From an optimization exercise on the open Yosys and OpenROAD flow, aimed at small area; shortcuts taken in it are not production practice.
Function was checked by simulation only, so behaviour that the tests miss may differ from the original.
Power is estimated from default activity; no workload was simulated.

==> flow/design.v, too long to show whole: its modules and the start of the top module <==
// module GraphicDriver: 4617 lines
module GraphicDriver(clk, reset, VGA_HS, VGA_VS, VGA_R, VGA_G, VGA_B, VGA_SYNC_N, VGA_BLANK_N, KEY, enable, getAttack, blood1, blood2, magic, life, command);
  // ...
==> flow/flow/run.sh <==
#!/bin/bash
# Own layout flow: the standard synthesis, then the combinational logic of its
# netlist is re-mapped for area (flip-flop cells and their names are kept),
# then the standard ORFS flow from floorplan on, with 1x port buffers.
# Every tool's output goes to a log file of its own in this folder.
set -euo pipefail
W=$PWD
R=$W/orfs/results/sky130hd/GraphicDriver/base
LIB=$FLOW_HOME/platforms/sky130hd/lib/sky130_fd_sc_hd__tt_025C_1v80.lib

# 1. standard synthesis
bash standard.sh synth > $W/log_1_standard_synth.log 2>&1
cp $R/1_2_yosys.v $W/std_1_2_yosys.v

# 2. re-map the combinational logic for area
DU=$(sed -n '/DONT_USE_CELLS += /,/^#/p' $FLOW_HOME/platforms/sky130hd/config.mk | grep -o 'sky130_fd_sc_hd__[a-z0-9_]*' | sed 's/^/-dont_use /' | tr '\n' ' ')
cp $W/flow/remap.abc $W/remap.abc
cat > $W/remap.ys <<EOS
read_liberty -ignore_miss_func $LIB
read_verilog $W/std_1_2_yosys.v
hierarchy -top GraphicDriver
setattr -mod -set keep_hierarchy 1 sky130_fd_sc_hd__dfxtp_1
flatten
opt_clean -purge
abc -D 8000 -script $W/remap.abc -liberty $LIB $DU
opt_clean -purge
hilomap -singleton -hicell sky130_fd_sc_hd__conb_1 HI -locell sky130_fd_sc_hd__conb_1 LO
insbuf -buf sky130_fd_sc_hd__buf_4 A X
opt_clean -purge
select GraphicDriver
write_verilog -noattr -noexpr -selected $W/remapped.v
EOS
yosys -s $W/remap.ys > $W/log_2_remap.log 2>&1
cp $W/remapped.v $R/1_2_yosys.v
rm -f $R/1_synth.odb $R/1_synth.sdc
bash standard.sh synth > $W/log_3_synth_odb.log 2>&1

# 3. floorplan to final layout
bash standard.sh BUFFER_PORTS_ARGS="-buffer_cell sky130_fd_sc_hd__buf_1" finish > $W/log_4_finish.log 2>&1
==> flow/flow/remap.abc <==
strash; balance; dch -f; map -D 5500; topo; buffer -c; upsize -c; dnsize -c
==> flow/standard.sh <==
#!/bin/bash
# synth_recipe.tcl (not shown) runs the flow's synth.tcl, then flattens the netlist and writes it again
# the make line also repeats each setting of config.mk as NAME=value (left out here)
make -C /OpenROAD-flow-scripts/flow DESIGN_CONFIG=/design/flow/config.mk WORK_HOME=/design/flow/orfs CLKGATE_MAP_FILE= SYNTH_SCRIPT=/design/flow/synth_recipe.tcl "${@:-finish}"
==> flow/config.mk <==
export PLATFORM = sky130hd
export DESIGN_NAME = GraphicDriver
export DESIGN_NICKNAME = GraphicDriver
export VERILOG_FILES = /design/flow/design.v
export SDC_FILE = /design/flow/constraint.sdc
export NUM_CORES = 4
export LEC_CHECK = 0
export ABC_AREA = 1
export CAP_MARGIN = 20
export CORE_MARGIN = 2
export CORE_UTILIZATION = 50
export GPL_TIMING_DRIVEN = 0
export SETUP_SLACK_MARGIN = 0.3
export SLEW_MARGIN = 20
==> flow/constraint.sdc <==
create_clock -name core_clock -period 8.0 [get_ports {clk}]
set_input_delay 1.6000 -clock core_clock [delete_from_list [all_inputs] [get_ports {clk}]]
set_output_delay 1.6000 -clock core_clock [all_outputs]
set_load 0.01 [all_outputs]
==> impl_metrics.toml, run 1 <==
[clock_network]
post-cts-setup-buffer-count = 0
cts_buffers = 9
cts.sinks = 86

[worst_setup_path]
cp_data_arrival_time_ns = 7.81
timing.rr.end = "s1[3]$_SDFF_PP0_"
cp.depth = 43
cp.required_ns = 8.24
reg2reg_slack_ns = 0.43

[floorplan]
tapCellCount = 275
rows = 53

[routing]
wl_per_cell_um = 22.1
drtIter0Drc = 2492
wl_met2_um = 20200

[placement]
port_buffers = 77

[sta]
rsz0062_at_grt = "yes"
fmax_mhz = 132
whs_ns = 0.385
finalCriticalPeriod_ns = 7.57

[power]
power.total_mw = 2.57
p_per_area_nw_per_um2 = 219
p_int_mw = 1.15
power_frac_clock_pct = 19.7
pg_clk_mw = 0.508

[layout]
utilization_pct = 56.6
largest_class = "multi-input gates"

[synthesis]
syn_area_sq_um = 10500
synth_area_per_cell_sq_um = 5.73

[run_status]
status = "finished clean"

[global_route]
grt_overflow = 0
grt_first_pass_wirelength_um = 72200
grt-busiest-layer = "met2"

[min_path]
min_from = "k3_ps$_DFF_P_"
==> run 2, diff against run 1 <==
==> flow/flow/remap.abc (replaced) <==
strash; balance; dch -f; map -D 4500; topo; buffer -c; upsize -c; dnsize -c
--- a/flow/config.mk
+++ b/flow/config.mk
@@ -11,4 +11,4 @@
 export CORE_UTILIZATION = 50
 export GPL_TIMING_DRIVEN = 0
-export SETUP_SLACK_MARGIN = 0.3
+export SETUP_SLACK_MARGIN = 0.2
 export SLEW_MARGIN = 20
==> impl_metrics.toml, run 2 <==
[layout]
multi_input_area_sq_um = 7530
fin_nets = 1977
syn_to_final_growth_pct = 9.60
diodes = 0
final_common_cell = "nor2_1"
layout_common_cells = "351 x nor2_1, 274 x nand2_1, 273 x inv_1"
nFillCells = 2081
seq_area_sq_um = 1730
drive_gt1_share_pct = 10.6

[clock_network]
cts_buffers = 9
cts_buffer_depth = 2
clk_pin_slew_worst_paths_ns = 0.07
cts_tree = "built"
clk_latency_ns = 0.36
cts.sinks = 86
cts_root_buf = "clkbuf_16"
hold_buffers = 0
htreeDepth = 3

[worst_setup_path]
slowest_stage = "dfxtp_1"
cp_data_arrival_time_ns = 7.65
crit_top_cell = "nand2_1"
critPathMaxStageDelay_ns = 0.61
cp_top_family = "compound AO/OA/AOI/OAI gates"
path_class = "flip-flop to flip-flop"
cp.required_ns = 8.19
cp-start-kind = "flip-flop"
cp-end-kind = "flip-flop"
critPathMaxFanout = 10
critical_path_buf_inv_count = 7

[global_route]
grt_max_degree = 18
grt_pass1_vias = 13239
grt_first_pass_wirelength_um = 75000
antenna_found_initial = 1
grt_overflow = 0
grtUsageTotal_pct = 44.2

[min_path]
min_path_type = "flip-flop to flip-flop"

[power]
p_per_area_nw_per_um2 = 209
ir_drop_v = 0.000128
p_sw_share_pct = 56.7
p_int_mw = 1.04
p_switching_mw = 1.37
cellLeakagePower_nw = 5.08
power_frac_clock_pct = 18.6
combPwrFrac_pct = 61.8
power.total_mw = 2.41
seqPwrFrac_pct = 19.7

[sta]
tightest_slew_ns = 1.25
fin_setup_tns_ns = 0
finalCriticalPeriod_ns = 7.46
fmax_mhz = 134
fin_ws_ns = 0.536
finalHoldViolCount = 0
slew_headroom_pct = 16.0
final-setup-viol-count = 0
finalCritPeriodShare_pct = 93.3
skew_ns = 0.00741
rsz0062_at_grt = "no"
slew_viol_final = 0

[synthesis]
syn_area_sq_um = 10500
synth_warnings = 1
synth_cells = 1831
synth_area_per_cell_sq_um = 5.75

[job]
cap_violations = 0

[placement]
port_buffers = 77
dp_slack_ns = 0.491
gp_congestion = 1.07
dp_hpwl_um = 39300

[floorplan]
io_pins = 86
die_area_sq_um = 22200
die_y_um = 149
rows = 53
coreArea_sq_um = 20800
start_util_pct = 50.6
die_w_um = 149

[routing]
route.detailed.drc = 0
first_pass_iters = 9
wl_per_cell_um = 22.9
drtIter0Drc = 2560
vias_per_cell = 6.59
drt_wl_total_um = 50500
vias = 14537
final_antenna_net_count = 0

[run_status]
status = "finished clean"
run 2: through the flow:
stage / instances / utilization (%) / hold slack [ns] / cell area [sq um]
4_1_cts: 2205 / 55.3 / 0.384 / 11500
3_5_place_dp: 2189 / 53.8 / 0.375 / 11200
3_3_place_gp: 2189 / 53.7 / 0.371 / 11200
6_report: 2205 / 55.4 / 0.383 / 11500
5_1_grt: 2205 / 55.4 / 0.405 / 11500
2_1_floorplan: 1837 / - / 0.366 / 10600
run 2: repair_timing:
action | 4_1_cts | 5_1_grt
resized for setup | 0 | 10
setup endpoints to repair | 0 | 10
setup buffers | 0 | 0
run 2: final cells by class:
cell class,instances,area share (%)
Timing Repair Buffer,77,2.50
Sequential cell,86,15.0
Clock buffer,9,1.95
Clock inverter,7,0.748
Inverter,308,10.1
Buffer,26,1.46
Tap cell,275,2.98
Multi-Input combinational cell,1417,65.3
run 2: power groups by stage:
stage               sequential (mW)  clock [mW]  combinational (mW)
global placement              0.481           0                1.39
finish                        0.474       0.447                1.49
floorplan                     0.473           0               0.939
detailed placement            0.481           0                1.38
global route                  0.476       0.456                1.54
CTS                           0.472       0.442                1.38
run 2: path summary, 6_finish.rpt:
path	from	end	slack (ns)	cells after the start
setup / recovery	Y[3]$_SDFFE_PP1P_	s1[0]$_SDFF_PP1_	0.54	34
hold / removal	k3_ps$_DFF_P_	pressed2$_SDFF_PP0_	0.38	1
setup reg to reg	Y[3]$_SDFFE_PP1P_	s1[0]$_SDFF_PP1_	0.54	34
hold reg to reg	k3_ps$_DFF_P_	pressed2$_SDFF_PP0_	0.38	1
run 2: routing by layer:
layer	vias to the layer above	part of all wire, %	global-route usage, %
met2	1307	42	68.2
met1	6470	36	55.3
met5	-	0	0
met4	0	8.1	27.1
li1	6422	-	-
met3	338	14	10.8
run 2: worst reg2reg max path: cells and delay by family, from the launching register on:
family	cells	cell delay, ns
simple gates	13	2.01
buf+inv	7	1.73
compound gates	14	2.94
flops	1	0.61

## re-timing with driven ports
The flow's constraints put no driver on any port. The routed layouts listed below were extracted and timed again, unchanged, in two steps.
Step 1 assumes that a clkbuf_16 drives the clock port and a buf_2 every other input.
Step 2 also shifts input and output timing later by t, the mid clock arrival at the registers, as if the neighbouring blocks saw the same clock.
Three values: ideal, step 1, step 2; two values: the first two.
run | shift t [ns] | setup slack, ns | slew at the worst register clock pin (ns) | worst data-port slew with drivers (ns) | pins driven straight from the clock port
run 1 | 0.389 | 0.435 / 0.435 / 0.435 | 0.07 / 0.07 | 0.03 | 1
run 2 | 0.395 | 0.536 / 0.536 / 0.536 | 0.07 / 0.07 | 0.05 | 1
After both steps every run listed still meets setup and hold.
